From an optimization exercise on the open Yosys and OpenROAD flow, aimed at small area and a short achievable clock period; shortcuts taken in it are not production practice. Function was not checked in any run shown here: the RTL went through the layout flow alone. Power and IR drop assume default switching activity.

File: flow/config.mk
export PLATFORM = sky130hd
export DESIGN_NAME = s_axi_template
export DESIGN_NICKNAME = s_axi_template
export VERILOG_FILES = /design/flow/design.v
export SDC_FILE = /design/flow/constraint.sdc
export NUM_CORES = 4
export LEC_CHECK = 0
export ABC_CLOCK_PERIOD_IN_PS = 4000
export CAP_MARGIN = 20
export CORE_MARGIN = 2
export CORE_UTILIZATION = 40
export CTS_BUF_LIST = sky130_fd_sc_hd__clkbuf_8
export CTS_CLUSTER_SIZE = 30
export SETUP_SLACK_MARGIN = 3.5
export SLEW_MARGIN = 20
File: flow/constraint.sdc
create_clock -name core_clock -period 10.0 [get_ports {S_AXI_ACLK}]
set_input_delay 2.0000 -clock core_clock [delete_from_list [all_inputs] [get_ports {S_AXI_ACLK}]]
set_output_delay 2.0000 -clock core_clock [all_outputs]
set_load 0.01 [all_outputs]
File: flow/design.v
module xbip_multadd_0 (
  input  wire [15:0] A,
  input  wire [15:0] B,
  input  wire [15:0] X,
  input  wire        CI,
  output wire [15:0] S,
  output wire [15:0] Y
);
  wire one0 = B[0] ^ 1'b0;
  wire two0 = (B[1] & ~B[0] & ~1'b0) | (~B[1] & B[0] & 1'b0);
  wire neg0 = B[1];
  wire pp0_0 = (one0 & A[0]) ^ neg0;
  wire pp0_1 = ((one0 & A[1]) | (two0 & A[0])) ^ neg0;
  wire pp0_2 = ((one0 & A[2]) | (two0 & A[1])) ^ neg0;
  wire pp0_3 = ((one0 & A[3]) | (two0 & A[2])) ^ neg0;
  wire pp0_4 = ((one0 & A[4]) | (two0 & A[3])) ^ neg0;
  wire pp0_5 = ((one0 & A[5]) | (two0 & A[4])) ^ neg0;
  wire pp0_6 = ((one0 & A[6]) | (two0 & A[5])) ^ neg0;
  wire pp0_7 = ((one0 & A[7]) | (two0 & A[6])) ^ neg0;
  wire pp0_8 = ((one0 & A[8]) | (two0 & A[7])) ^ neg0;
  wire pp0_9 = ((one0 & A[9]) | (two0 & A[8])) ^ neg0;
  wire pp0_10 = ((one0 & A[10]) | (two0 & A[9])) ^ neg0;
  wire pp0_11 = ((one0 & A[11]) | (two0 & A[10])) ^ neg0;
  wire pp0_12 = ((one0 & A[12]) | (two0 & A[11])) ^ neg0;
  wire pp0_13 = ((one0 & A[13]) | (two0 & A[12])) ^ neg0;
  wire pp0_14 = ((one0 & A[14]) | (two0 & A[13])) ^ neg0;
  wire pp0_15 = ((one0 & A[15]) | (two0 & A[14])) ^ neg0;
  wire one1 = B[2] ^ B[1];
  wire two1 = (B[3] & ~B[2] & ~B[1]) | (~B[3] & B[2] & B[1]);
  wire neg1 = B[3];
  wire pp1_0 = (one1 & A[0]) ^ neg1;
  wire pp1_1 = ((one1 & A[1]) | (two1 & A[0])) ^ neg1;
  wire pp1_2 = ((one1 & A[2]) | (two1 & A[1])) ^ neg1;
  wire pp1_3 = ((one1 & A[3]) | (two1 & A[2])) ^ neg1;
  wire pp1_4 = ((one1 & A[4]) | (two1 & A[3])) ^ neg1;
  wire pp1_5 = ((one1 & A[5]) | (two1 & A[4])) ^ neg1;
  wire pp1_6 = ((one1 & A[6]) | (two1 & A[5])) ^ neg1;
  wire pp1_7 = ((one1 & A[7]) | (two1 & A[6])) ^ neg1;
  wire pp1_8 = ((one1 & A[8]) | (two1 & A[7])) ^ neg1;
  wire pp1_9 = ((one1 & A[9]) | (two1 & A[8])) ^ neg1;
  wire pp1_10 = ((one1 & A[10]) | (two1 & A[9])) ^ neg1;
  wire pp1_11 = ((one1 & A[11]) | (two1 & A[10])) ^ neg1;
  wire pp1_12 = ((one1 & A[12]) | (two1 & A[11])) ^ neg1;
  wire pp1_13 = ((one1 & A[13]) | (two1 & A[12])) ^ neg1;
  wire one2 = B[4] ^ B[3];
  wire two2 = (B[5] & ~B[4] & ~B[3]) | (~B[5] & B[4] & B[3]);
  wire neg2 = B[5];
  wire pp2_0 = (one2 & A[0]) ^ neg2;
  wire pp2_1 = ((one2 & A[1]) | (two2 & A[0])) ^ neg2;
  wire pp2_2 = ((one2 & A[2]) | (two2 & A[1])) ^ neg2;
  wire pp2_3 = ((one2 & A[3]) | (two2 & A[2])) ^ neg2;
  wire pp2_4 = ((one2 & A[4]) | (two2 & A[3])) ^ neg2;
  wire pp2_5 = ((one2 & A[5]) | (two2 & A[4])) ^ neg2;
  wire pp2_6 = ((one2 & A[6]) | (two2 & A[5])) ^ neg2;
  wire pp2_7 = ((one2 & A[7]) | (two2 & A[6])) ^ neg2;
  wire pp2_8 = ((one2 & A[8]) | (two2 & A[7])) ^ neg2;
  wire pp2_9 = ((one2 & A[9]) | (two2 & A[8])) ^ neg2;
  wire pp2_10 = ((one2 & A[10]) | (two2 & A[9])) ^ neg2;
  wire pp2_11 = ((one2 & A[11]) | (two2 & A[10])) ^ neg2;
  wire one3 = B[6] ^ B[5];
  wire two3 = (B[7] & ~B[6] & ~B[5]) | (~B[7] & B[6] & B[5]);
  wire neg3 = B[7];
  wire pp3_0 = (one3 & A[0]) ^ neg3;
  wire pp3_1 = ((one3 & A[1]) | (two3 & A[0])) ^ neg3;
  wire pp3_2 = ((one3 & A[2]) | (two3 & A[1])) ^ neg3;
  wire pp3_3 = ((one3 & A[3]) | (two3 & A[2])) ^ neg3;
  wire pp3_4 = ((one3 & A[4]) | (two3 & A[3])) ^ neg3;
  wire pp3_5 = ((one3 & A[5]) | (two3 & A[4])) ^ neg3;
  wire pp3_6 = ((one3 & A[6]) | (two3 & A[5])) ^ neg3;
  wire pp3_7 = ((one3 & A[7]) | (two3 & A[6])) ^ neg3;
  wire pp3_8 = ((one3 & A[8]) | (two3 & A[7])) ^ neg3;
  wire pp3_9 = ((one3 & A[9]) | (two3 & A[8])) ^ neg3;
  wire one4 = B[8] ^ B[7];
  wire two4 = (B[9] & ~B[8] & ~B[7]) | (~B[9] & B[8] & B[7]);
  wire neg4 = B[9];
  wire pp4_0 = (one4 & A[0]) ^ neg4;
  wire pp4_1 = ((one4 & A[1]) | (two4 & A[0])) ^ neg4;
  wire pp4_2 = ((one4 & A[2]) | (two4 & A[1])) ^ neg4;
  wire pp4_3 = ((one4 & A[3]) | (two4 & A[2])) ^ neg4;
  wire pp4_4 = ((one4 & A[4]) | (two4 & A[3])) ^ neg4;
  wire pp4_5 = ((one4 & A[5]) | (two4 & A[4])) ^ neg4;
  wire pp4_6 = ((one4 & A[6]) | (two4 & A[5])) ^ neg4;
  wire pp4_7 = ((one4 & A[7]) | (two4 & A[6])) ^ neg4;
  wire one5 = B[10] ^ B[9];
  wire two5 = (B[11] & ~B[10] & ~B[9]) | (~B[11] & B[10] & B[9]);
  wire neg5 = B[11];
  wire pp5_0 = (one5 & A[0]) ^ neg5;
  wire pp5_1 = ((one5 & A[1]) | (two5 & A[0])) ^ neg5;
  wire pp5_2 = ((one5 & A[2]) | (two5 & A[1])) ^ neg5;
  wire pp5_3 = ((one5 & A[3]) | (two5 & A[2])) ^ neg5;
  wire pp5_4 = ((one5 & A[4]) | (two5 & A[3])) ^ neg5;
  wire pp5_5 = ((one5 & A[5]) | (two5 & A[4])) ^ neg5;
  wire one6 = B[12] ^ B[11];
  wire two6 = (B[13] & ~B[12] & ~B[11]) | (~B[13] & B[12] & B[11]);
  wire neg6 = B[13];
  wire pp6_0 = (one6 & A[0]) ^ neg6;
  wire pp6_1 = ((one6 & A[1]) | (two6 & A[0])) ^ neg6;
  wire pp6_2 = ((one6 & A[2]) | (two6 & A[1])) ^ neg6;
  wire pp6_3 = ((one6 & A[3]) | (two6 & A[2])) ^ neg6;
  wire one7 = B[14] ^ B[13];
  wire two7 = (B[15] & ~B[14] & ~B[13]) | (~B[15] & B[14] & B[13]);
  wire neg7 = B[15];
  wire pp7_0 = (one7 & A[0]) ^ neg7;
  wire pp7_1 = ((one7 & A[1]) | (two7 & A[0])) ^ neg7;
  wire s0 = X[14] ^ neg7;
  wire c0 = X[14] & neg7;
  wire s1 = X[15] ^ pp0_15;
  wire s2 = X[8] ^ neg4;
  wire c2 = X[8] & neg4;
  wire s3 = X[9] ^ pp0_9;
  wire c3 = X[9] & pp0_9;
  wire s4 = X[10] ^ neg5 ^ pp0_10;
  wire c4 = (X[10] & neg5) | (X[10] & pp0_10) | (neg5 & pp0_10);
  wire s5 = pp1_8 ^ pp2_6;
  wire c5 = pp1_8 & pp2_6;
  wire s6 = X[11] ^ pp0_11 ^ pp1_9;
  wire c6 = (X[11] & pp0_11) | (X[11] & pp1_9) | (pp0_11 & pp1_9);
  wire s7 = pp2_7 ^ pp3_5;
  wire c7 = pp2_7 & pp3_5;
  wire s8 = X[12] ^ neg6 ^ pp0_12;
  wire c8 = (X[12] & neg6) | (X[12] & pp0_12) | (neg6 & pp0_12);
  wire s9 = pp1_10 ^ pp2_8 ^ pp3_6;
  wire c9 = (pp1_10 & pp2_8) | (pp1_10 & pp3_6) | (pp2_8 & pp3_6);
  wire s10 = pp4_4 ^ pp5_2;
  wire c10 = pp4_4 & pp5_2;
  wire s11 = X[13] ^ pp0_13 ^ pp1_11;
  wire c11 = (X[13] & pp0_13) | (X[13] & pp1_11) | (pp0_13 & pp1_11);
  wire s12 = pp2_9 ^ pp3_7 ^ pp4_5;
  wire c12 = (pp2_9 & pp3_7) | (pp2_9 & pp4_5) | (pp3_7 & pp4_5);
  wire s13 = pp5_3 ^ pp6_1;
  wire c13 = pp5_3 & pp6_1;
  wire s14 = pp0_14 ^ pp1_12 ^ pp2_10;
  wire c14 = (pp0_14 & pp1_12) | (pp0_14 & pp2_10) | (pp1_12 & pp2_10);
  wire s15 = pp3_8 ^ pp4_6 ^ pp5_4;
  wire c15 = (pp3_8 & pp4_6) | (pp3_8 & pp5_4) | (pp4_6 & pp5_4);
  wire s16 = pp6_2 ^ pp7_0 ^ s0;
  wire c16 = (pp6_2 & pp7_0) | (pp6_2 & s0) | (pp7_0 & s0);
  wire s17 = c0 ^ pp1_13 ^ pp2_11;
  wire s18 = pp3_9 ^ pp4_7 ^ pp5_5;
  wire s19 = pp6_3 ^ pp7_1 ^ s1;
  wire s20 = X[4] ^ neg2;
  wire c20 = X[4] & neg2;
  wire s21 = X[5] ^ pp0_5;
  wire c21 = X[5] & pp0_5;
  wire s22 = X[6] ^ neg3 ^ pp0_6;
  wire c22 = (X[6] & neg3) | (X[6] & pp0_6) | (neg3 & pp0_6);
  wire s23 = pp1_4 ^ pp2_2;
  wire c23 = pp1_4 & pp2_2;
  wire s24 = X[7] ^ pp0_7 ^ pp1_5;
  wire c24 = (X[7] & pp0_7) | (X[7] & pp1_5) | (pp0_7 & pp1_5);
  wire s25 = pp2_3 ^ pp3_1;
  wire c25 = pp2_3 & pp3_1;
  wire s26 = pp0_8 ^ pp1_6 ^ pp2_4;
  wire c26 = (pp0_8 & pp1_6) | (pp0_8 & pp2_4) | (pp1_6 & pp2_4);
  wire s27 = pp3_2 ^ pp4_0 ^ s2;
  wire c27 = (pp3_2 & pp4_0) | (pp3_2 & s2) | (pp4_0 & s2);
  wire s28 = c2 ^ pp1_7 ^ pp2_5;
  wire c28 = (c2 & pp1_7) | (c2 & pp2_5) | (pp1_7 & pp2_5);
  wire s29 = pp3_3 ^ pp4_1 ^ s3;
  wire c29 = (pp3_3 & pp4_1) | (pp3_3 & s3) | (pp4_1 & s3);
  wire s30 = pp3_4 ^ pp4_2 ^ pp5_0;
  wire c30 = (pp3_4 & pp4_2) | (pp3_4 & pp5_0) | (pp4_2 & pp5_0);
  wire s31 = c3 ^ s4 ^ s5;
  wire c31 = (c3 & s4) | (c3 & s5) | (s4 & s5);
  wire s32 = pp4_3 ^ pp5_1 ^ c4;
  wire c32 = (pp4_3 & pp5_1) | (pp4_3 & c4) | (pp5_1 & c4);
  wire s33 = c5 ^ s6 ^ s7;
  wire c33 = (c5 & s6) | (c5 & s7) | (s6 & s7);
  wire s34 = pp6_0 ^ c6 ^ c7;
  wire c34 = (pp6_0 & c6) | (pp6_0 & c7) | (c6 & c7);
  wire s35 = s10 ^ s8 ^ s9;
  wire c35 = (s10 & s8) | (s10 & s9) | (s8 & s9);
  wire s36 = c10 ^ c8 ^ c9;
  wire c36 = (c10 & c8) | (c10 & c9) | (c8 & c9);
  wire s37 = s11 ^ s12 ^ s13;
  wire c37 = (s11 & s12) | (s11 & s13) | (s12 & s13);
  wire s38 = c11 ^ c12 ^ c13;
  wire c38 = (c11 & c12) | (c11 & c13) | (c12 & c13);
  wire s39 = s14 ^ s15 ^ s16;
  wire c39 = (s14 & s15) | (s14 & s16) | (s15 & s16);
  wire s40 = c14 ^ c15 ^ c16;
  wire s41 = s17 ^ s18 ^ s19;
  wire s42 = CI ^ X[0];
  wire c42 = CI & X[0];
  wire s43 = X[2] ^ neg1;
  wire c43 = X[2] & neg1;
  wire s44 = X[3] ^ pp0_3;
  wire c44 = X[3] & pp0_3;
  wire s45 = pp0_4 ^ pp1_2 ^ pp2_0;
  wire c45 = (pp0_4 & pp1_2) | (pp0_4 & pp2_0) | (pp1_2 & pp2_0);
  wire s46 = c20 ^ pp1_3 ^ pp2_1;
  wire c46 = (c20 & pp1_3) | (c20 & pp2_1) | (pp1_3 & pp2_1);
  wire s47 = pp3_0 ^ c21 ^ s22;
  wire c47 = (pp3_0 & c21) | (pp3_0 & s22) | (c21 & s22);
  wire s48 = c22 ^ c23 ^ s24;
  wire c48 = (c22 & c23) | (c22 & s24) | (c23 & s24);
  wire s49 = c24 ^ c25 ^ s26;
  wire c49 = (c24 & c25) | (c24 & s26) | (c25 & s26);
  wire s50 = c26 ^ c27 ^ s28;
  wire c50 = (c26 & c27) | (c26 & s28) | (c27 & s28);
  wire s51 = c28 ^ s30 ^ c29;
  wire c51 = (c28 & s30) | (c28 & c29) | (s30 & c29);
  wire s52 = c30 ^ c31 ^ s32;
  wire c52 = (c30 & c31) | (c30 & s32) | (c31 & s32);
  wire s53 = c32 ^ c33 ^ s34;
  wire c53 = (c32 & c33) | (c32 & s34) | (c33 & s34);
  wire s54 = c34 ^ c35 ^ s36;
  wire c54 = (c34 & c35) | (c34 & s36) | (c35 & s36);
  wire s55 = c36 ^ c37 ^ s38;
  wire c55 = (c36 & c37) | (c36 & s38) | (c37 & s38);
  wire s56 = c38 ^ c39 ^ s40;
  wire s57 = neg0 ^ s42;
  wire c57 = neg0 & s42;
  wire s58 = X[1] ^ c42 ^ pp0_1;
  wire c58 = (X[1] & c42) | (X[1] & pp0_1) | (c42 & pp0_1);
  wire s59 = pp0_2 ^ pp1_0 ^ s43;
  wire c59 = (pp0_2 & pp1_0) | (pp0_2 & s43) | (pp1_0 & s43);
  wire s60 = c43 ^ pp1_1 ^ s44;
  wire c60 = (c43 & pp1_1) | (c43 & s44) | (pp1_1 & s44);
  wire s61 = s20 ^ c44 ^ s45;
  wire c61 = (s20 & c44) | (s20 & s45) | (c44 & s45);
  wire s62 = c45 ^ s21 ^ s46;
  wire c62 = (c45 & s21) | (c45 & s46) | (s21 & s46);
  wire s63 = c46 ^ s23 ^ s47;
  wire c63 = (c46 & s23) | (c46 & s47) | (s23 & s47);
  wire s64 = s25 ^ c47 ^ s48;
  wire c64 = (s25 & c47) | (s25 & s48) | (c47 & s48);
  wire s65 = s27 ^ c48 ^ s49;
  wire c65 = (s27 & c48) | (s27 & s49) | (c48 & s49);
  wire s66 = c49 ^ s29 ^ s50;
  wire c66 = (c49 & s29) | (c49 & s50) | (s29 & s50);
  wire s67 = c50 ^ s31 ^ s51;
  wire c67 = (c50 & s31) | (c50 & s51) | (s31 & s51);
  wire s68 = s33 ^ c51 ^ s52;
  wire c68 = (s33 & c51) | (s33 & s52) | (c51 & s52);
  wire s69 = s35 ^ c52 ^ s53;
  wire c69 = (s35 & c52) | (s35 & s53) | (c52 & s53);
  wire s70 = s37 ^ c53 ^ s54;
  wire c70 = (s37 & c53) | (s37 & s54) | (c53 & s54);
  wire s71 = s39 ^ c54 ^ s55;
  wire c71 = (s39 & c54) | (s39 & s55) | (c54 & s55);
  wire s72 = c55 ^ s56 ^ s41;
  assign S[0] = pp0_0;
  assign Y[0] = s57;
  assign S[1] = c57;
  assign Y[1] = s58;
  assign S[2] = c58;
  assign Y[2] = s59;
  assign S[3] = c59;
  assign Y[3] = s60;
  assign S[4] = c60;
  assign Y[4] = s61;
  assign S[5] = c61;
  assign Y[5] = s62;
  assign S[6] = c62;
  assign Y[6] = s63;
  assign S[7] = c63;
  assign Y[7] = s64;
  assign S[8] = c64;
  assign Y[8] = s65;
  assign S[9] = c65;
  assign Y[9] = s66;
  assign S[10] = c66;
  assign Y[10] = s67;
  assign S[11] = c67;
  assign Y[11] = s68;
  assign S[12] = c68;
  assign Y[12] = s69;
  assign S[13] = c69;
  assign Y[13] = s70;
  assign S[14] = c70;
  assign Y[14] = s71;
  assign S[15] = c71;
  assign Y[15] = s72;
endmodule
`timescale 1ns / 1ps
module s_axi_template #(
		parameter integer C_S_AXI_ID_WIDTH	= 1,
		parameter integer C_S_AXI_DATA_WIDTH	= 64,
		parameter integer C_S_AXI_ADDR_WIDTH	= 32,
		parameter integer C_S_AXI_AWUSER_WIDTH	= 1,
		parameter integer C_S_AXI_ARUSER_WIDTH	= 1,
		parameter integer C_S_AXI_WUSER_WIDTH	= 1,
		parameter integer C_S_AXI_RUSER_WIDTH	= 1,
		parameter integer C_S_AXI_BUSER_WIDTH	= 1
	)
	(
		output wire [15:0] P_buf,  
		output wire [15:0] A_dbg,
		output wire [15:0] B_dbg,
		output wire [15:0] C_dbg,
		output wire [ 3:0] mode_sel_dbg,
		input wire  S_AXI_ACLK,
		input wire  S_AXI_ARESETN,
		input wire [C_S_AXI_ID_WIDTH-1 : 0] S_AXI_AWID,
		input wire [C_S_AXI_ADDR_WIDTH-1 : 0] S_AXI_AWADDR,
		input wire [7 : 0] S_AXI_AWLEN,
		input wire [2 : 0] S_AXI_AWSIZE,
		input wire [1 : 0] S_AXI_AWBURST,
		input wire  S_AXI_AWLOCK,
		input wire [3 : 0] S_AXI_AWCACHE,
		input wire [2 : 0] S_AXI_AWPROT,
		input wire [3 : 0] S_AXI_AWQOS,
		input wire [3 : 0] S_AXI_AWREGION,
		input wire [C_S_AXI_AWUSER_WIDTH-1 : 0] S_AXI_AWUSER,
		input wire  S_AXI_AWVALID,
		output wire  S_AXI_AWREADY,
		input wire [C_S_AXI_DATA_WIDTH-1 : 0] S_AXI_WDATA,
		input wire [(C_S_AXI_DATA_WIDTH/8)-1 : 0] S_AXI_WSTRB,
		input wire  S_AXI_WLAST,
		input wire [C_S_AXI_WUSER_WIDTH-1 : 0] S_AXI_WUSER,
		input wire  S_AXI_WVALID,
		output wire  S_AXI_WREADY,
		output wire [C_S_AXI_ID_WIDTH-1 : 0] S_AXI_BID,
		output wire [1 : 0] S_AXI_BRESP,
		output wire [C_S_AXI_BUSER_WIDTH-1 : 0] S_AXI_BUSER,
		output wire  S_AXI_BVALID,
		input wire  S_AXI_BREADY,
		input wire [C_S_AXI_ID_WIDTH-1 : 0] S_AXI_ARID,
		input wire [C_S_AXI_ADDR_WIDTH-1 : 0] S_AXI_ARADDR,
		input wire [7 : 0] S_AXI_ARLEN,
		input wire [2 : 0] S_AXI_ARSIZE,
		input wire [1 : 0] S_AXI_ARBURST,
		input wire  S_AXI_ARLOCK,
		input wire [3 : 0] S_AXI_ARCACHE,
		input wire [2 : 0] S_AXI_ARPROT,
		input wire [3 : 0] S_AXI_ARQOS,
		input wire [3 : 0] S_AXI_ARREGION,
		input wire [C_S_AXI_ARUSER_WIDTH-1 : 0] S_AXI_ARUSER,
		input wire  S_AXI_ARVALID,
		output wire  S_AXI_ARREADY,
		output wire [C_S_AXI_ID_WIDTH-1 : 0] S_AXI_RID,
		output wire [C_S_AXI_DATA_WIDTH-1 : 0] S_AXI_RDATA,
		output wire [1 : 0] S_AXI_RRESP,
		output wire  S_AXI_RLAST,
		output wire [C_S_AXI_RUSER_WIDTH-1 : 0] S_AXI_RUSER,
		output wire  S_AXI_RVALID,
		input wire  S_AXI_RREADY
	);
	reg        axi_awready, axi_awv_awr_flag, axi_wready, axi_bvalid;
	reg        axi_arready, axi_arv_arr_flag, axi_rvalid, axi_rlast;
	reg  [7:0] axi_arlen_rem;      
	reg  [3:0] wsel;               
	wire idle   = ~axi_awv_awr_flag & ~axi_arv_arr_flag;
	wire aw_set = S_AXI_AWVALID & idle;
	wire ar_set = S_AXI_ARVALID & idle;
	wire wbeat  = axi_wready & S_AXI_WVALID;
	wire wdone  = S_AXI_WLAST & axi_wready;
	wire rhs    = axi_rvalid & S_AXI_RREADY;
	wire rzero  = (axi_arlen_rem == 8'd0);
	always @(posedge S_AXI_ACLK) begin
		if (S_AXI_ARESETN == 1'b0) begin
			axi_awready      <= 1'b0;
			axi_awv_awr_flag <= 1'b0;
			axi_wready       <= 1'b0;
			axi_bvalid       <= 1'b0;
			axi_arready      <= 1'b0;
			axi_arv_arr_flag <= 1'b0;
			axi_rvalid       <= 1'b0;
			axi_rlast        <= 1'b0;
			axi_arlen_rem    <= 8'd0;
		end else begin
			axi_awready <= aw_set;
			if (aw_set)
				axi_awv_awr_flag <= 1'b1;
			else if (wdone)
				axi_awv_awr_flag <= 1'b0;
			if (~axi_wready & S_AXI_WVALID & axi_awv_awr_flag)
				axi_wready <= 1'b1;
			else if (wdone)
				axi_wready <= 1'b0;
			if (wbeat & S_AXI_WLAST)
				axi_bvalid <= 1'b1;
			else if (S_AXI_BREADY & axi_bvalid)
				axi_bvalid <= 1'b0;
			axi_arready <= ar_set;
			if (ar_set)
				axi_arv_arr_flag <= 1'b1;
			else if (rhs & rzero)
				axi_arv_arr_flag <= 1'b0;
			if (axi_arv_arr_flag & ~axi_rvalid)
				axi_rvalid <= 1'b1;
			else if (rhs)
				axi_rvalid <= 1'b0;
			if (S_AXI_ARVALID & ~axi_arv_arr_flag) begin
				axi_arlen_rem <= S_AXI_ARLEN;
				axi_rlast     <= 1'b0;
			end else if (rhs) begin
				axi_arlen_rem <= axi_arlen_rem - 8'd1;
				axi_rlast     <= 1'b0;
			end else if (rzero & ~axi_rlast & axi_arv_arr_flag)
				axi_rlast <= 1'b1;
			else if (S_AXI_RREADY)
				axi_rlast <= 1'b0;
		end
	end
	always @(posedge S_AXI_ACLK)
		if (S_AXI_AWVALID & ~axi_awv_awr_flag)
			wsel <= {S_AXI_AWADDR[19:16] == 4'h4, S_AXI_AWADDR[19:16] == 4'h3,
			         S_AXI_AWADDR[19:16] == 4'h2, S_AXI_AWADDR[19:16] == 4'h1};
	assign S_AXI_AWREADY = axi_awready;
	assign S_AXI_WREADY  = axi_wready;
	assign S_AXI_BVALID  = axi_bvalid;
	assign S_AXI_BRESP   = 2'b00;
	assign S_AXI_BUSER   = {C_S_AXI_BUSER_WIDTH{1'b0}};
	assign S_AXI_BID     = S_AXI_AWID;
	assign S_AXI_ARREADY = axi_arready;
	assign S_AXI_RVALID  = axi_rvalid;
	assign S_AXI_RLAST   = axi_rlast;
	assign S_AXI_RRESP   = 2'b00;
	assign S_AXI_RUSER   = {C_S_AXI_RUSER_WIDTH{1'b0}};
	assign S_AXI_RID     = S_AXI_ARID;
	reg [15:0] A, B, C, B_in, C_in;
	reg [ 3:0] mode_sel;
	wire rst = ~S_AXI_ARESETN;
	wire [15:0] W = S_AXI_WDATA[15:0];
	wire [15:0] A_wr = (wbeat & wsel[0]) ? W : A;
	wire [15:0] A_nx = rst ? 16'd0 : A_wr;
	wire [15:0] B_nx = rst ? 16'd0 : (wbeat & wsel[1]) ? W : B;
	wire [15:0] C_nx = rst ? 16'd0 : (wbeat & wsel[2]) ? W : C;
	wire [ 3:0] M_nx = rst ? 4'd0  : (wbeat & wsel[3]) ? W[3:0] : mode_sel;
	wire [15:0] Bi_nx = rst ? 16'd0 :
	                    (mode_sel[2:0] == 3'b000) ? 16'd0 :
	                    (mode_sel[2:1] == 2'b10)  ? 16'd1 : B;
	wire [15:0] Ci_nx = (~rst & (mode_sel[2] | (mode_sel[1] & mode_sel[0]))) ? C : 16'd0;
	wire        Sub_nx = mode_sel[0];
	always @(posedge S_AXI_ACLK) begin
		A        <= A_nx;
		B        <= B_nx;
		C        <= C_nx;
		mode_sel <= M_nx;
		B_in     <= Bi_nx;
		C_in     <= Ci_nx;
	end
	assign A_dbg        = A;
	assign B_dbg        = B_in;
	assign C_dbg        = C_in;
	assign mode_sel_dbg = mode_sel;
	wire [15:0] cs_s, cs_y;
	reg  [15:0] P_s, P_y;
	xbip_multadd_0 MultAdd (
		.A (A_wr),
		.B (Bi_nx),
		.X (Ci_nx ^ {16{Sub_nx}}),
		.CI(Sub_nx),
		.S (cs_s),
		.Y (cs_y)
	);
	always @(posedge S_AXI_ACLK) begin
		P_s <= cs_s;
		P_y <= cs_y;
	end
	wire P_en = (~mode_sel[2] & ~mode_sel[0]) | (mode_sel[1] & mode_sel[0]);
	assign P_buf = (P_s + P_y) & {16{P_en}};
	reg [15:0] rd_data;
	wire aw56 = (S_AXI_AWADDR[19:16] == 4'h5) | (S_AXI_AWADDR[19:16] == 4'h6);
	wire ar56 = (S_AXI_ARADDR[19:16] == 4'h5) | (S_AXI_ARADDR[19:16] == 4'h6);
	wire rd_load = (aw_set & aw56) | (ar_set & ar56);
	always @(posedge S_AXI_ACLK)
		if (rst)
			rd_data <= 16'd0;
		else if (rd_load)
			rd_data <= P_buf;
	assign S_AXI_RDATA = {{(C_S_AXI_DATA_WIDTH-16){1'b0}}, rd_data & {16{axi_rvalid}}};
endmodule
File: flow/run.sh
#!/bin/bash
# synth_recipe.tcl (not shown) runs the flow's synth.tcl, then flattens the netlist and writes it again
# the make line also repeats each setting of config.mk as NAME=value (left out here)
make -C /OpenROAD-flow-scripts/flow DESIGN_CONFIG=/design/flow/config.mk WORK_HOME=/design/flow/orfs CLKGATE_MAP_FILE= SYNTH_SCRIPT=/design/flow/synth_recipe.tcl finish
==> results of run 1 <==
-- state kept, by name (all words and copies together), names as in the netlist --
register	count
A	16
B	16
B_in	16
C	16
C_in	16
P_s	16
P_y	16
axi_arlen_rem	8
axi_arready	1
axi_arv_arr_flag	1
axi_awready	1
axi_awv_awr_flag	1
axi_bvalid	1
axi_rlast	1
axi_rvalid	1
axi_wready	1
mode_sel	4
rd_data	16
wsel	4
-- final cells by class --
class	count	area share
Clock buffer	17	0.0194
Clock inverter	15	0.0171
Inverter	61	0.0190
Multi-Input combinational cell	886	0.527
Sequential cell	152	0.256
Tap cell	330	0.0343
Timing Repair Buffer	160	0.127
-- Yosys cell counts, drive strengths merged (9+ instances only) --
cell | count | area (µm²)
nand2 | 134 | 503
o21ai | 47 | 235
nand2b | 9 | 56.3
xnor2 | 68 | 596
a21boi | 47 | 353
and2 | 49 | 307
nor3 | 34 | 175
nor2 | 51 | 191
o221ai | 10 | 87.6
xor2 | 21 | 184
a21oi | 58 | 290
o22ai | 36 | 225
ha | 32 | 400
nand3 | 18 | 95.1
buf | 65 | 487
dfxtp | 148 | 2960
clkbuf | 77 | 289
inv | 57 | 214
mux2i | 25 | 292
a21o | 11 | 82.6
o31ai | 10 | 75.1
maj3 | 9 | 90.1
fa | 51 | 1020
nor2b | 27 | 169
-- critical path: cells and delay by family --
kind | cells | cell delay, ns
compound gates | 3 | 0.74
xor+xnor | 7 | 1.18
fa+ha+maj | 3 | 1.34
buf+inv | 3 | 1.26
-- logic make-up after synthesis --
family,synth area share
and+or+nand+nor,0.166
AOI/OAI and AO/OA,0.176
buffers and inverters,0.0984
DFF,0.302
adders and majority gates,0.148
xor gates and xnor gates,0.0763
muxes,0.0330
other,0.000367
-- worst max-delay path by stage --
stage                      endpoint  slack, ns  cells past startpoint
floorplan           P_y[15]$_DFF_P_       4.40                     17
global placement    P_y[15]$_DFF_P_       2.57                     18
detailed placement  P_y[15]$_DFF_P_       2.56                     18
CTS                 P_y[15]$_DFF_P_       3.58                     18
global route        P_y[15]$_DFF_P_       3.53                     16
finish              P_y[15]$_DFF_P_       3.86                     16
-- report_power, final --
part	switching, mW	internal, mW	total [mW]
Sequential	0.0102	0.617	0.627
Combinational	0.0558	0.0426	0.0984
Clock	0.272	0.258	0.530
Total	0.338	0.917	1.26
-- layer usage --
| metal | part of all wire | wire length, µm | up-vias | GRT usage |
|---|---|---|---|---|
| li1 | - | - | 4089 | - |
| met1 | 0.45 | 12600 | 3913 | 0.286 |
| met2 | 0.47 | 13000 | 269 | 0.345 |
| met3 | 0.059 | 1640 | 29 | 0.0348 |
| met4 | 0.019 | 515 | 0 | 0.0622 |
| met5 | 0 | 0 | - | 0 |
-- through the flow --
stage	util	setup WS (ns)	cell area (µm²)	total power [mW]
after floorplan	-	4.40	10400	0.712
after global placement	0.458	2.57	11500	0.736
after detailed placement	0.458	2.56	11500	0.737
after CTS	0.477	3.58	12000	1.27
after global routing	0.480	3.53	12000	1.30
final	0.480	3.86	12000	1.26
-- what timing repair did --
action / in CTS / in global routing
gates resized for setup: 2 / 2
hold buffers: 0 / 0
pin swaps: 0 / 1
endpoints found under the hold margin: 0 / 0
buffers inserted: 2 / 8
setup endpoints to repair: 2 / 1
==> results by group, run 1 <==
Critical path
  – CP Cell Sequence: buf_2, buf_4, o21ai_1, buf_4, a21o_1, o22ai_1, xnor2_1, fa_1, fa_1, fa_1, xnor2_1, xnor2_1, xnor2_1, xnor2_1, xnor2_1, xnor2_1
  – Worst-case reg-to-reg path depth: 17
  – Data arrival time of the worst path: 6.54 ns
  – Cell mode on critical path: xnor2_1
  – Worst R2R Start: mode_sel[0]$_SDFFE_PN0P_
  – Reg2Reg Capture Point: P_y[15]$_DFF_P_
  – Minimum setup slack among reg-to-reg paths: 5.04 ns
  – Crit path max fanout: between 50 and 60
  – Source of the critical timing path: S_AXI_ARESETN
  – CP Data Required Time: 10.40 ns
  – Largest incremental delay on the critical path: 0.53 ns
  – Critical Setup Path Class: input port to flip-flop
  – Critical Path Source Type: input port
  – Critical Path End Type: flip-flop
  – CP max-delay cell: buf_4

Clock tree
  – Number of buffers created by CTS: 17
  – Clock tree root driver cell: clkbuf_8
  – Clk buf depth: 2
  – Deepest level of the CTS H-tree: 4
  – CTS tree: yes
  – Insertion delay to the later sink of the worst-skew pair: roughly 0.48 ns
  – Clock transition at path regs: around 0.1 ns
  – Clk sink count: 152

Cells and area
  – Nets@finish: 1568
  – Layout filler cell count: approximately 2.5k
  – Most common cell after layout, fill and taps aside: dfxtp_1
  – Number of standard cells in the layout, taps in and fillers out: about 1.6k
  – Sequential cell area in the final layout: 3080 µm²
  – Number of diodes: 0
  – Highest-count cells in the layout ignoring fill and taps: dfxtp_1 (148), nand2_1 (134), clkdlybuf4s50_1 (128)
  – Layout overhead on the synthesized area: 18.0%
  – Area of the multi-input gates: around 6400 µm²
  – Layout cell share with drive strength beyond 1: 0.0643

STA
  – Total of endpoints with negative setup slack in the final report: 0
  – Highest Clock Rate: 163 MHz
  – Final Hold Slack: between 0.4 and 0.5 ns
  – Worst slew slack as a fraction of its limit: 0.377
  – Final Max Slew Viols: 0
  – RSZ-0062 raised after global routing: no
  – Slew of the pin with the lowest slew margin: 0.933 ns
  – Final count of hold timing violations: 0
  – Post-layout minimum cycle time: 6.14 ns
  – Fin Setup TNS: 0 ns
  – Final Cycle Share: 0.614
  – Largest clock skew in the final design: 0.0237 ns

Logic synthesis
  – Register bit total from synthesis: 152
  – Main flop type after synthesis: dfxtp_1
  – Synthesis Warnings: 1
  – Number of flops mapped to enable cells by yosys: 4
  – Mapped Area: 10200 µm²
  – Distinct cells, synth: just under 70
  – Async S/R FF share, synth: 0
  – Number of standard cells after synthesis: 1188
  – Average cell area after synthesis: between 8 and 9 µm²
  – Sequential element share of the synthesized area: 0.302

Hold path
  – Number of cells on the worst hold path: 2
  – Worst Hold Class: flip-flop to flip-flop
  – Capture endpoint of the worst hold path: rd_data[12]$_SDFFE_PN0P_
  – Worst hold path startpoint: rd_data[12]$_SDFFE_PN0P_

Die
  – Horizontal extent of the die: 164 µm
  – IO Count: 353
  – Area of the placeable core: 25100 µm²
  – Die ar.: 26800 µm²
  – Initial standard-cell utilization of the core: 0.407
  – Std-Cell Rows: 58
  – Die height: 164 µm

Placement
  – Input/output buffers: 129
  – Total half-perimeter wirelength after legalization and detailed placement: between 20000 and 25000 µm
  – Placed Cells: 1579
  – Global placement routability congestion: 0.839

Job
  – Max Cap Violations: 0

Power and ir drop
  – Worst vdd ir: between 0.00008 and 0.00009 V
  – Leakage power: 4.82 nW
  – Power per unit of standard cell area: 104 nW/µm²

Global routing
  – Via count of the first global-routing pass: 7811
  – Global route total overflow: 0
  – Largest net degree at the start of global routing: 57
  – All-layer global routing usage: 0.210
  – Global-route wire length before repair: 43500 µm
  – Initial antenna violation count: 0

Detailed routing
  – DRC violation total after the first TritonRoute iteration: 530
  – Via density per instance: ~5.1
  – Total number of vias: 8300
  – DRC viols: 0
  – Final wirelength: 27700 µm
  – WL per Instance: 17.1 µm
  – Antenna viol nets, final: 0
  – TritonRoute pass-1 iters: 6

Outcome
  – Result of the run: complete, no violations
==> run 2: changes to the inputs <==
--- a/flow/config.mk
+++ b/flow/config.mk
@@ -10,6 +10,4 @@
 export CORE_MARGIN = 2
 export CORE_UTILIZATION = 40
-export CTS_BUF_LIST = sky130_fd_sc_hd__clkbuf_8
-export CTS_CLUSTER_SIZE = 30
 export SETUP_SLACK_MARGIN = 3.5
 export SLEW_MARGIN = 20
==> run 2 against run 1 <==
  * Still clean on timing, DRC and antenna
  * Die area stayed put
  * First-iteration DRC count is 15% higher
  * Cell area increased by 1.6%
  * Global-route usage increased by 0.12 points
  * Sequential share of layout area decreased by 0.40 points
  * Worst setup slack improved by 0.072 ns
  * Flip-flop and latch count unchanged
  * Sequential power hardly changed
  * Register-to-register slack barely moved
  * Hold slack worse by 0.0040 ns
  * Core utilization increased by 0.75 points
==> results by group, run 2 <==
STA
  – Final count of hold timing violations: 0 (unchanged)
  – RSZ-0062 raised after global routing: no
  – Highest Clock Rate: 165 MHz (+1.2%)
  – Fin Setup TNS: 0 ns (unchanged)
  – Largest clock skew in the final design: 0.0146 ns (-0.00904 ns)
  – Final Cycle Share: 0.607 (-0.00717)
  – Total of endpoints with negative setup slack in the final report: 0 (unchanged)
  – Worst slew slack as a fraction of its limit: 0.363 (-0.0138)
  – Slew of the pin with the lowest slew margin: 0.954 ns (+0.0206 ns)
  – Least setup slack across all paths after layout: 3.93 ns (+0.0717 ns)
  – Final Max Slew Viols: 0 (unchanged)
  – Post-layout minimum cycle time: 6.07 ns (-0.0717 ns)

Placement
  – Global placement routability congestion: 0.839 (unchanged)
  – Placed standard-cell area: 11500 µm² (unchanged)
  – Input/output buffers: 129 (unchanged)
  – Total half-perimeter wirelength after legalization and detailed placement: 20400 µm (unchanged)
  – DP Worst Slack: 2.56 ns (unchanged)

Critical path
  – CP Data Required Time: 10.32 ns (-0.08 ns)
  – Data arrival time of the worst path: 6.39 ns (-0.15 ns)
  – Crit path max fanout: 19 (-66%)
  – Critical Path End Type: flip-flop
  – Critical Setup Path Class: input port to flip-flop
  – Critical Path Source Type: input port

Clock tree
  – CTS tree: yes
  – Insertion delay to the later sink of the worst-skew pair: 0.43 ns (-0.05 ns)
  – Number of buffers created by CTS: 17 (unchanged)
  – Clk buf depth: 2 (unchanged)
  – Clock tree root driver cell: clkbuf_16
  – Clock transition at path regs: 0.07 ns (-0.03 ns)
  – Deepest level of the CTS H-tree: 4 (unchanged)
  – Clk sink count: 152 (unchanged)

Detailed routing
  – Antenna viol nets, final: 0 (unchanged)
  – Via density per instance: 5.12 (about the same)
  – WL per Instance: 17.2 µm (+0.36%)
  – TritonRoute pass-1 iters: 6 (unchanged)
  – Final wirelength: 27800 µm (+0.36%)
  – DRC viols: 0 (unchanged)
  – Total number of vias: 8292 (-0.096%)
  – DRC violation total after the first TritonRoute iteration: 608 (+15%)

Logic synthesis
  – Average cell area after synthesis: 8.60 µm² (unchanged)
  – Register bit total from synthesis: 152 (unchanged)
  – Mapped Area: 10200 µm² (unchanged)
  – Async S/R FF share, synth: 0 (unchanged)
  – Sequential element share of the synthesized area: 0.302 (unchanged)
  – Area leader, netlist: dfxtp_1
  – Commonest cells in the synthesized netlist: dfxtp_1 (148), nand2_1 (134), clkbuf_1 (77), xnor2_1 (68), a21oi_1 (58)
  – Distinct cells, synth: 68 (unchanged)
  – Number of standard cells after synthesis: 1188 (unchanged)
  – Main flop type after synthesis: dfxtp_1
  – Top cells by area, synth: dfxtp_1 (29%), fa_1 (10%), xnor2_1 (5.8%)
  – Synthesis Warnings: 1 (unchanged)
  – Most repeated cell in the gate-level netlist after synthesis: dfxtp_1
  – Number of flops mapped to enable cells by yosys: 4 (unchanged)
  – Synth top area share: 0.290 (unchanged)

Global routing
  – Largest net degree at the start of global routing: 57 (unchanged)
  – All-layer global routing usage: 0.212 (+0.00116)
  – Global route total overflow: 0 (unchanged)
  – Global-route wire length before repair: 43600 µm (+0.40%)
  – Via count of the first global-routing pass: 7822 (+0.14%)
  – Initial antenna violation count: 0 (unchanged)

Die
  – Die height: 164 µm (unchanged)
  – Area of the placeable core: 25100 µm² (unchanged)
  – Horizontal extent of the die: 164 µm (unchanged)
  – Std-Cell Rows: 58 (unchanged)
  – IO Count: 353 (unchanged)
  – Die ar.: 26800 µm² (unchanged)
  – Initial standard-cell utilization of the core: 0.407 (unchanged)

Cells and area
  – Layout cell share with drive strength beyond 1: 0.0643 (unchanged)
  – Most common cell after layout, fill and taps aside: dfxtp_1
  – Layout filler cell count: 2477 (-0.96%)
  – Design Area, Final: 12200 µm² (+1.6%)
  – Nets@finish: 1568 (unchanged)
  – Highest-count cells in the layout ignoring fill and taps: dfxtp_1 (148), nand2_1 (134), clkdlybuf4s50_1 (128)
  – Layout overhead on the synthesized area: 19.8%
  – Number of diodes: 0 (unchanged)

Outcome
  – Result of the run: complete, no violations

Hold path
  – Worst Hold Class: flip-flop to flip-flop

Power and ir drop
  – Power per unit of standard cell area: 115 nW/µm² (+11%)
  – Worst vdd ir: 0.000118 V (+45%)
  – Leakage power: 4.90 nW (+1.8%)

Job
  – Max Cap Violations: 0 (unchanged)
-- run 2: logic make-up (layout without fill, tap and decap cells) --
group / Yosys count / in the layout / synth area share
and+or+nand+nor: 350 / 350 / 0.166
buffers and inverters: 203 / 253 / 0.0984
xor gates and xnor gates: 89 / 89 / 0.0763
DFF: 152 / 152 / 0.302
other: 1 / 54 / 0.000367
muxes: 29 / 29 / 0.0330
adders and majority gates: 92 / 92 / 0.148
AOI/OAI and AO/OA: 272 / 272 / 0.176
-- run 2: what timing repair did --
action | CTS | global route
buffers inserted | 2 | 8
gates resized for setup | 2 | 3
setup endpoints to repair | 3 | 1
pin swaps | 0 | 1
hold buffers | 0 | 0
-- run 2: path summary, 6_finish.rpt --
kind                                               start                        to  slack, ns  cells past startpoint
worst max register to register  mode_sel[0]$_SDFFE_PN0P_           P_y[15]$_DFF_P_       5.04                     17
worst min-delay path            rd_data[12]$_SDFFE_PN0P_  rd_data[12]$_SDFFE_PN0P_       0.45                      2
worst max-delay path                        S_AXI_WVALID           P_y[15]$_DFF_P_       3.93                     16
worst min register to register  rd_data[12]$_SDFFE_PN0P_  rd_data[12]$_SDFFE_PN0P_       0.45                      2
-- run 2: critical path, cell delays in order --
cell and delay, ns:
clkdlybuf4s50_1 0.63, nand3_4 0.20, buf_12 0.20, buf_4 0.14, mux2i_1 0.51, o221ai_1 0.18
o31ai_1 0.15, fa_1 0.51, fa_1 0.46, fa_1 0.41, xnor2_1 0.16, xnor2_1 0.23
xnor2_1 0.16, xnor2_1 0.10, xnor2_1 0.22, xnor2_1 0.10
-- run 2: stage by stage --
step	utilization	hold slack (ns)	cells	power, mW
3_3_place_gp	0.458	0.435	1578	0.736
4_1_cts	0.484	0.451	1613	1.42
2_1_floorplan	-	0.425	1241	0.712
6_report	0.487	0.449	1621	1.41
5_1_grt	0.487	0.465	1621	1.46
3_5_place_dp	0.458	0.441	1579	0.737
-- run 2: final cells by class --
type,instances,area (µm²),share of cell area
Multi-Input combinational cell,886,6350,0.519
Sequential cell,152,3080,0.252
Timing Repair Buffer,160,1530,0.125
Clock buffer,18,450,0.0368
Tap cell,330,413,0.0337
Inverter,61,229,0.0187
Clock inverter,14,176,0.0144
-- run 2: per-layer routing --
layer,vias to the layer above,track usage,share of wire
met4,0,0.0590,0.016
met1,3892,0.286,0.46
li1,4095,-,-
met2,278,0.346,0.47
met5,-,0,0
met3,27,0.0399,0.059
-- run 2: power breakdown --
part	internal (mW)	switching (mW)	leakage (nW)
Clock	0.394	0.291	0.310
Combinational	0.0427	0.0557	3.36
Sequential	0.617	0.0101	1.24
==> run 3: changes to the inputs <==
--- a/flow/config.mk
+++ b/flow/config.mk
@@ -10,4 +10,6 @@
 export CORE_MARGIN = 2
 export CORE_UTILIZATION = 40
-export SETUP_SLACK_MARGIN = 3.5
+export CTS_BUF_LIST = sky130_fd_sc_hd__clkbuf_8
+export CTS_CLUSTER_SIZE = 30
+export SETUP_SLACK_MARGIN = 5
 export SLEW_MARGIN = 20
==> run 3 against run 2 <==
  * Synthesized area unchanged
  * Die area unchanged
  * Non-clock buffer count up 30
  * Critical path depth up 2
  * Sequential power about the same
  * First-iteration DRC count up 19%
  * Register-to-register slack better by 0.50 ns
  * Worst setup slack better by 0.97 ns
  * Hold slack better by 0.00063 ns
  * Clock skew up 0.0099 ns
==> results by group, run 3 <==
Job
  – Max Cap Violations: 0 (unchanged)

Clock tree
  – Number of buffers created by CTS: 17 (unchanged)
  – Deepest level of the CTS H-tree: 4 (unchanged)
  – Total of hold buffers inserted after clock tree synthesis: 0 (unchanged)
  – Clock tree root driver cell: clkbuf_8
  – Clock transition at path regs: 0.10 ns (+0.03 ns)
  – Insertion delay to the later sink of the worst-skew pair: 0.48 ns (+0.05 ns)
  – CTS tree: yes
  – Clk sink count: 152 (unchanged)
  – Clk buf depth: 2 (unchanged)

Die
  – Initial standard-cell utilization of the core: 0.407 (unchanged)
  – Horizontal extent of the die: 164 µm (unchanged)
  – Std-Cell Rows: 58 (unchanged)
  – IO Count: 353 (unchanged)
  – Die ar.: 26800 µm² (unchanged)
  – Die height: 164 µm (unchanged)
  – Area of the placeable core: 25100 µm² (unchanged)

Critical path
  – Data arrival time of the worst path: 5.51 ns (-0.88 ns)
  – Source of the critical timing path: S_AXI_WVALID
  – Critical Path End Type: flip-flop
  – Critical Setup Path Class: input port to flip-flop
  – CP Data Required Time: 10.41 ns (+0.09 ns)
  – Critical Path Source Type: input port
  – Crit path max fanout: 5 (-14)
  – Worst R2R Start: mode_sel[0]$_SDFFE_PN0P_
  – Reg2Reg Capture Point: P_y[15]$_DFF_P_
  – Worst-case reg-to-reg path depth: 18 (+1)
  – Minimum setup slack among reg-to-reg paths: 5.54 ns (+0.50 ns)

Cells and area
  – Layout filler cell count: 2403 (-3.0%)
  – Highest-count cells in the layout ignoring fill and taps: dfxtp_1 (148), nand2_1 (131), clkdlybuf4s50_1 (109)
  – Nets@finish: 1600 (+2.0%)
  – Design Area, Final: 12800 µm² (+4.4%)
  – Area of the multi-input gates: 6650 µm² (+4.7%)
  – Most common cell after layout, fill and taps aside: dfxtp_1
  – Layout cell share with drive strength beyond 1: 0.126 (+0.0619)
  – Number of diodes: 0 (unchanged)
  – Sequential cell area in the final layout: 3080 µm² (unchanged)
  – Layout overhead on the synthesized area: 25.1%
  – Share of the core filled with cells: 0.509 (+0.0214)

Logic synthesis
  – Area leader, netlist: dfxtp_1
  – Sequential element share of the synthesized area: 0.302 (unchanged)
  – Average cell area after synthesis: 8.60 µm² (unchanged)
  – Synthesis Warnings: 1 (unchanged)
  – Number of flops mapped to enable cells by yosys: 4 (unchanged)
  – Mapped Area: 10200 µm² (unchanged)
  – Register bit total from synthesis: 152 (unchanged)
  – Synth top area share: 0.290 (unchanged)
  – Top cells by area, synth: dfxtp_1 (29%), fa_1 (10%), xnor2_1 (5.8%)
  – Distinct cells, synth: 68 (unchanged)
  – Most repeated cell in the gate-level netlist after synthesis: dfxtp_1
  – Number of standard cells after synthesis: 1188 (unchanged)
  – Async S/R FF share, synth: 0 (unchanged)
  – Main flop type after synthesis: dfxtp_1
  – Commonest cells in the synthesized netlist: dfxtp_1 (148), nand2_1 (134), clkbuf_1 (77), xnor2_1 (68), a21oi_1 (58)

Detailed routing
  – Total number of vias: 8728 (+5.3%)
  – Antenna viol nets, final: 0 (unchanged)
  – WL per Instance: 18.1 µm (+5.6%)
  – DRC violation total after the first TritonRoute iteration: 726 (+19%)
  – TritonRoute pass-1 iters: 5 (-1)
  – Via density per instance: 5.28 (+3.2%)
  – DRC viols: 0 (unchanged)
  – Final wirelength: 30000 µm (+7.7%)

Outcome
  – Result of the run: complete, no violations

Placement
  – Input/output buffers: 129 (unchanged)
  – Global placement routability congestion: 0.852 (+1.5%)
  – Placed standard-cell area: 11500 µm² (+0.37%)
  – Total half-perimeter wirelength after legalization and detailed placement: 20400 µm (+0.18%)

Hold path
  – Worst hold path startpoint: rd_data[10]$_SDFFE_PN0P_
  – Worst Hold Class: flip-flop to flip-flop
  – Capture endpoint of the worst hold path: rd_data[10]$_SDFFE_PN0P_
  – Number of cells on the worst hold path: 2 (unchanged)

Power and ir drop
  – Gate power share: 0.091 (+0.021)
  – Switching power: 0.345 mW (-3.3%)
  – Internal Dissipation: 0.896 mW (-15%)
  – Net switching fraction of the power: 0.278 (+0.0251)
  – Clock power frac: 0.403 (-0.083)
  – Leakage power: 5.18 nW (+5.8%)
  – Power per unit of standard cell area: 97.1 nW/µm² (-16%)
  – Sequential group share of total power: 0.506 (+0.061)
  – Worst vdd ir: 0.0000663 V (-44%)
  – Total power: 1.24 mW (-12%)

Global routing
  – All-layer global routing usage: 0.222 (+0.0103)
  – Initial antenna violation count: 0 (unchanged)
  – Via count of the first global-routing pass: 8184 (+4.6%)
  – Global-route wire length before repair: 45600 µm (+4.4%)
  – Largest net degree at the start of global routing: 52 (-8.8%)
  – Global route total overflow: 0 (unchanged)

STA
  – Post-layout minimum cycle time: 5.09 ns (-0.974 ns)
  – Fin Setup TNS: 0 ns (unchanged)
  – Final Hold Slack: 0.449 ns (+0.000635 ns)
  – RSZ-0062 raised after global routing: yes
  – Final count of hold timing violations: 0 (unchanged)
  – Worst slew slack as a fraction of its limit: 0.298 (-0.0656)
  – Final Max Slew Viols: 0 (unchanged)
  – Slew of the pin with the lowest slew margin: 1.03 ns (+0.0792 ns)
  – Largest clock skew in the final design: 0.0245 ns (+0.00986 ns)
  – Final Cycle Share: 0.509 (-0.0974)
  – Highest Clock Rate: 196 MHz (+19%)
  – Total of endpoints with negative setup slack in the final report: 0 (unchanged)
## run 3: worst max path at each step
stage                            endpoint
after global routing      P_y[15]$_DFF_P_
after CTS                 P_y[15]$_DFF_P_
final                     P_y[15]$_DFF_P_
after floorplan           P_y[15]$_DFF_P_
after global placement    P_y[15]$_DFF_P_
after detailed placement  P_y[15]$_DFF_P_
## run 3: repair_timing
item | 4_1_cts | 5_1_grt
setup buffers | 21 | 20
hold endpoints to repair | 0 | 0
pin swaps | 18 | 26
setup endpoints to repair | 30 | 13
resized for setup | 71 | 36
cloned | 6 | 0
## run 3: per-stage QoR
step | setup slack [ns] | instances
5_1_grt | 4.73 | 1653
6_report | 4.91 | 1653
2_1_floorplan | 4.72 | 1241
3_3_place_gp | 3.02 | 1574
4_1_cts | 4.87 | 1633
3_5_place_dp | 2.97 | 1574
## run 3: critical path, cell delays in order
cell and delay, ns:
buf_12 0.12, nand3_4 0.11, buf_12 0.12, buf_16 0.14, mux2i_4 0.33, a21oi_1 0.10
o211ai_1 0.18, nand2_1 0.11, fa_2 0.39, fa_1 0.49, inv_1 0.06, fa_2 0.37
xnor2_2 0.18, xnor2_1 0.16, xnor2_1 0.17, xnor2_1 0.11, xnor2_1 0.21, xnor2_1 0.15
## run 3: power groups by stage
stage	Combinational [mW]	Sequential, mW	Clock, mW
global placement	0.0966	0.641	0
detailed placement	0.0978	0.641	0
finish	0.113	0.628	0.499
floorplan	0.0767	0.637	0
CTS	0.108	0.628	0.507
global route	0.123	0.630	0.529
## run 3: final cells by class
class                   count  share of cell area
multi-input cells         888               0.521
flip-flops and latches    152               0.241
repair buffers            190               0.156
well taps                 330              0.0323
inverters                  61              0.0184
clock buffers              17              0.0183
clock inverters            15              0.0127
## run 3: logic make-up (layout without fill, tap and decap cells)
logic type      Yosys count  in the layout  share of synthesized area
mux                      29             30                     0.0330
fa+ha+maj                92             92                      0.148
other cells               1             54                   0.000367
xor+xnor                 89             89                     0.0763
simple gates            350            351                      0.166
compound gates          272            272                      0.176
buf+inv                 203            283                     0.0984
flops                   152            152                      0.302
## run 3: layer usage
layer,up-vias,GRT usage,part of all wire
li1,4162,-,-
met1,4178,0.298,0.45
met2,342,0.364,0.46
met3,46,0.0389,0.066
met4,0,0.0702,0.024
met5,-,0,0
==> run 4: changes to the inputs <==
--- a/flow/config.mk
+++ b/flow/config.mk
@@ -9,5 +9,5 @@
 export CAP_MARGIN = 20
 export CORE_MARGIN = 2
-export CORE_UTILIZATION = 40
+export CORE_UTILIZATION = 60
 export CTS_BUF_LIST = sky130_fd_sc_hd__clkbuf_8
 export CTS_CLUSTER_SIZE = 30
==> run 4 against run 3 <==
  * Cell area shrank 1.5%
  * Sequential share of layout area grew 0.36 points
  * Count of clock-buffer cells in the layout grew 3
  * Sequential power is essentially flat
  * Non-clock buffer count shrank 3
  * Hold slack gained 0.00084 ns
  * Still clean on timing, DRC and antenna
  * Flip-flop and latch count is the same
  * Global-route usage grew 9.8 points
  * Clock skew shrank 0.0036 ns
  * Via count grew 1.2%
  * First-iteration DRC count grew 2.3%
  * Critical endpoint unchanged
==> results by group, run 4 <==
Critical path
  – Critical Path End Type: flip-flop
  – Critical Setup Path Class: input port to flip-flop
  – Worst path buffer plus inverter count: 3 (-1)
  – Data arrival time of the worst path: 5.64 ns (+0.13 ns)
  – CP Data Required Time: 10.37 ns (-0.04 ns)
  – Crit path max fanout: 6 (+1)
  – Largest incremental delay on the critical path: 0.55 ns (+0.06 ns)
  – CP Cell Sequence: buf_12, nand3_4, buf_12, mux2i_4, maj3_2, nand2_1, o211ai_1, nand2_1, fa_2, inv_2, fa_2, fa_2, xnor2_2, xnor2_2, xnor2_1, xnor2_1, xnor2_1, xnor2_2
  – Critical Path Source Type: input port
  – Category of cells accounting for the largest share of critical-path delay: adder cells
  – CP max-delay cell: fa_2

Die
  – Die ar.: 18100 µm² (-33%)
  – IO Count: 353 (unchanged)
  – Horizontal extent of the die: 134 µm (-18%)
  – Initial standard-cell utilization of the core: 0.616 (+0.209)
  – Die height: 134 µm (-18%)
  – Std-Cell Rows: 47 (-19%)
  – Area of the placeable core: 16600 µm² (-34%)

Clock tree
  – CTS tree: yes
  – Clk buf depth: 2 (unchanged)
  – Clk sink count: 152 (unchanged)
  – Deepest level of the CTS H-tree: 4 (unchanged)
  – Clock transition at path regs: 0.08 ns (-0.02 ns)
  – Clock tree root driver cell: clkbuf_8
  – Number of buffers created by CTS: 17 (unchanged)
  – Total of hold buffers inserted after clock tree synthesis: 0 (unchanged)
  – Insertion delay to the later sink of the worst-skew pair: 0.48 ns (about the same)

Logic synthesis
  – Average cell area after synthesis: 8.60 µm² (unchanged)
  – Main flop type after synthesis: dfxtp_1
  – Synth top area share: 0.290 (unchanged)
  – Distinct cells, synth: 68 (unchanged)
  – Commonest cells in the synthesized netlist: dfxtp_1 (148), nand2_1 (134), clkbuf_1 (77), xnor2_1 (68), a21oi_1 (58)
  – Mapped Area: 10200 µm² (unchanged)
  – Most repeated cell in the gate-level netlist after synthesis: dfxtp_1
  – Number of standard cells after synthesis: 1188 (unchanged)
  – Sequential element share of the synthesized area: 0.302 (unchanged)
  – Synthesis Warnings: 1 (unchanged)
  – Register bit total from synthesis: 152 (unchanged)
  – Number of flops mapped to enable cells by yosys: 4 (unchanged)
  – Top cells by area, synth: dfxtp_1 (29%), fa_1 (10%), xnor2_1 (5.8%)
  – Async S/R FF share, synth: 0 (unchanged)
  – Area leader, netlist: dfxtp_1

Cells and area
  – Sequential cell area in the final layout: 3080 µm² (unchanged)
  – Highest-count cells in the layout ignoring fill and taps: dfxtp_1 (148), nand2_1 (130), clkdlybuf4s50_1 (110)
  – Layout filler cell count: 1268 (-47%)
  – Most common cell after layout, fill and taps aside: dfxtp_1
  – Share of the core filled with cells: 0.759 (+0.250)
  – Nets@finish: 1595 (-0.31%)
  – Area of the multi-input gates: 6690 µm² (+0.51%)
  – Number of diodes: 0 (unchanged)
  – Layout cell share with drive strength beyond 1: 0.131 (+0.00427)
  – Layout overhead on the synthesized area: 23.3%

Placement
  – Global placement routability congestion: 0.895 (+5.1%)
  – DP Worst Slack: 2.96 ns (-0.0128 ns)
  – Total half-perimeter wirelength after legalization and detailed placement: 19400 µm (-5.2%)
  – Input/output buffers: 129 (unchanged)

Detailed routing
  – TritonRoute pass-1 iters: 5 (unchanged)
  – WL per Instance: 18.7 µm (+3.4%)
  – Via density per instance: 5.74 (+8.8%)
  – DRC viols: 0 (unchanged)
  – Total number of vias: 8834 (+1.2%)
  – DRC violation total after the first TritonRoute iteration: 743 (+2.3%)
  – Antenna viol nets, final: 0 (unchanged)
  – Final wirelength: 28800 µm (-3.8%)

STA
  – Final Cycle Share: 0.526 (+0.0168)
  – Worst slew slack as a fraction of its limit: 0.469 (+0.171)
  – Final count of hold timing violations: 0 (unchanged)
  – Total of endpoints with negative setup slack in the final report: 0 (unchanged)
  – Largest clock skew in the final design: 0.0209 ns (-0.00360 ns)
  – Slew of the pin with the lowest slew margin: 0.795 ns (-0.238 ns)
  – Fin Setup TNS: 0 ns (unchanged)
  – Post-layout minimum cycle time: 5.26 ns (+0.168 ns)
  – Final Max Slew Viols: 0 (unchanged)
  – Highest Clock Rate: 190 MHz (-3.2%)
  – RSZ-0062 raised after global routing: yes
  – Least setup slack across all paths after layout: 4.74 ns (-0.168 ns)

Hold path
  – Worst Hold Class: flip-flop to flip-flop

Global routing
  – All-layer global routing usage: 0.320 (+0.0980)
  – Initial antenna violation count: 0 (unchanged)
  – Via count of the first global-routing pass: 8280 (+1.2%)
  – Global route total overflow: 0 (unchanged)
  – Largest net degree at the start of global routing: 52 (unchanged)
  – Global-route wire length before repair: 44700 µm (-1.8%)

Power and ir drop
  – Worst vdd ir: 0.0000746 V (+13%)
  – Power per unit of standard cell area: 98.2 nW/µm² (+1.1%)
  – Leakage power: 5.15 nW (-0.58%)

Outcome
  – Result of the run: complete, no violations

Job
  – Max Cap Violations: 0 (unchanged)
[run 4: cell count changes in the layout (fill, tap and decap cells not counted), sizes merged, moves of 2 or more]
| cell | delta |
|---|---|
| inv | -4 |
| dlygate4sd2 | +2 |
| dlymetal6s2s | -2 |
| clkbuf | +3 |
| buf | -4 |
[run 4: cell families (layout without fill, tap and decap cells)]
logic type	Yosys count	count (layout)	synth area share
AO/OA/AOI/OAI	272	272	0.176
XOR/XNOR	89	89	0.0763
adder cells (fa/ha/maj)	92	92	0.148
buffers and inverters	203	280	0.0984
flip-flops	152	152	0.302
multiplexers	29	29	0.0330
other	1	54	0.000367
AND/OR/NAND/NOR	350	350	0.166
[run 4: path summary, 6_finish.rpt]
check / depth (start not counted) / slack, ns / end / from
worst max-delay path: 18 / 4.74 / P_y[15]$_DFF_P_ / S_AXI_WVALID
worst min-delay path: 2 / 0.45 / rd_data[12]$_SDFFE_PN0P_ / rd_data[12]$_SDFFE_PN0P_
worst max register to register: 15 / 5.51 / P_y[15]$_DFF_P_ / B[8]$_SDFFE_PN0P_
worst min register to register: 2 / 0.45 / rd_data[12]$_SDFFE_PN0P_ / rd_data[12]$_SDFFE_PN0P_
[run 4: what timing repair did]
item	CTS	global route
endpoints found under the hold margin	0	0
buffers inserted	27	9
gates cloned	5	0
endpoints found under the setup margin	30	16
pin swaps	18	19
gates resized for setup	68	44
[run 4: layer usage]
layer	vias to the layer above	global-route usage	wire (µm)
li1	4152	-	-
met1	4137	0.414	11900
met2	455	0.509	13100
met3	90	0.0709	2430
met4	0	0.157	1310
met5	-	0	0
[run 4: report_power, final]
part           leakage, nW  internal (mW)  switching [mW]
Combinational         3.71         0.0505          0.0616
Sequential            1.24          0.616          0.0106
Clock                0.211          0.245           0.251
Total                 5.15          0.912           0.324
[run 4: cell type report]
| class | instances | share of cell area |
|---|---|---|
| clock buffers | 20 | 0.0219 |
| clock inverters | 12 | 0.0112 |
| inverters | 61 | 0.0186 |
| multi-input cells | 886 | 0.531 |
| flip-flops and latches | 152 | 0.245 |
| well taps | 220 | 0.0219 |
| repair buffers | 187 | 0.150 |
[run 4: through the flow]
step	hold slack [ns]	instance area (µm²)	power, mW	std cells
finish	0.450	12600	1.24	1538
global route	0.470	12600	1.27	1538
CTS	0.451	12300	1.24	1529
detailed placement	0.439	11400	0.737	1465
global placement	0.433	11400	0.736	1465
floorplan	0.425	10500	0.714	1241
[run 4: worst register-to-register path: cells and delay by family, from the launching register on]
| kind | cells | cell delay [ns] |
|---|---|---|
| compound gates | 3 | 0.36 |
| flops | 1 | 0.85 |
| xor+xnor | 6 | 1.06 |
| fa+ha+maj | 3 | 1.30 |
| simple gates | 1 | 0.28 |
| buf+inv | 2 | 0.56 |

[afterwards: timing with drivers on the ports]
No port has a modelled driver above. Below, the same layouts with a new extraction and two added sets of constraints.
Step 1 (the two cells are an assumption about what drives the block):
set clk [get_ports {S_AXI_ACLK}]
set_driving_cell -lib_cell sky130_fd_sc_hd__clkbuf_16 $clk
set_driving_cell -lib_cell sky130_fd_sc_hd__buf_2 [delete_from_list [all_inputs] $clk]
Step 2 moves the port delays by t, midway between the first and last clock arrival at a register: inputs arrive t later, outputs are due t later. That takes back most of the time a late clock gives input paths.
a / b / c = no drivers / after step 1 / after step 2; a / b = the first two.
run | shift t [ns] | slack for setup (ns) | latest minus earliest clock arrival (ns)
run 1 | 0.510 | 3.860 / 3.883 / 3.374 | 0.026 / 0.025
run 2 | 0.477 | 3.932 / 3.951 / 3.474 | 0.017 / 0.017
run 3 | 0.518 | 4.905 / 4.839 / 4.321 | 0.024 / 0.025
run 4 | 0.510 | 4.737 / 4.733 / 4.223 | 0.025 / 0.025
After both steps setup and hold are still met in every run listed. The setup slack of run 3, which loses most, moves by -0.066 ns with the drivers and by -0.584 ns with both steps.
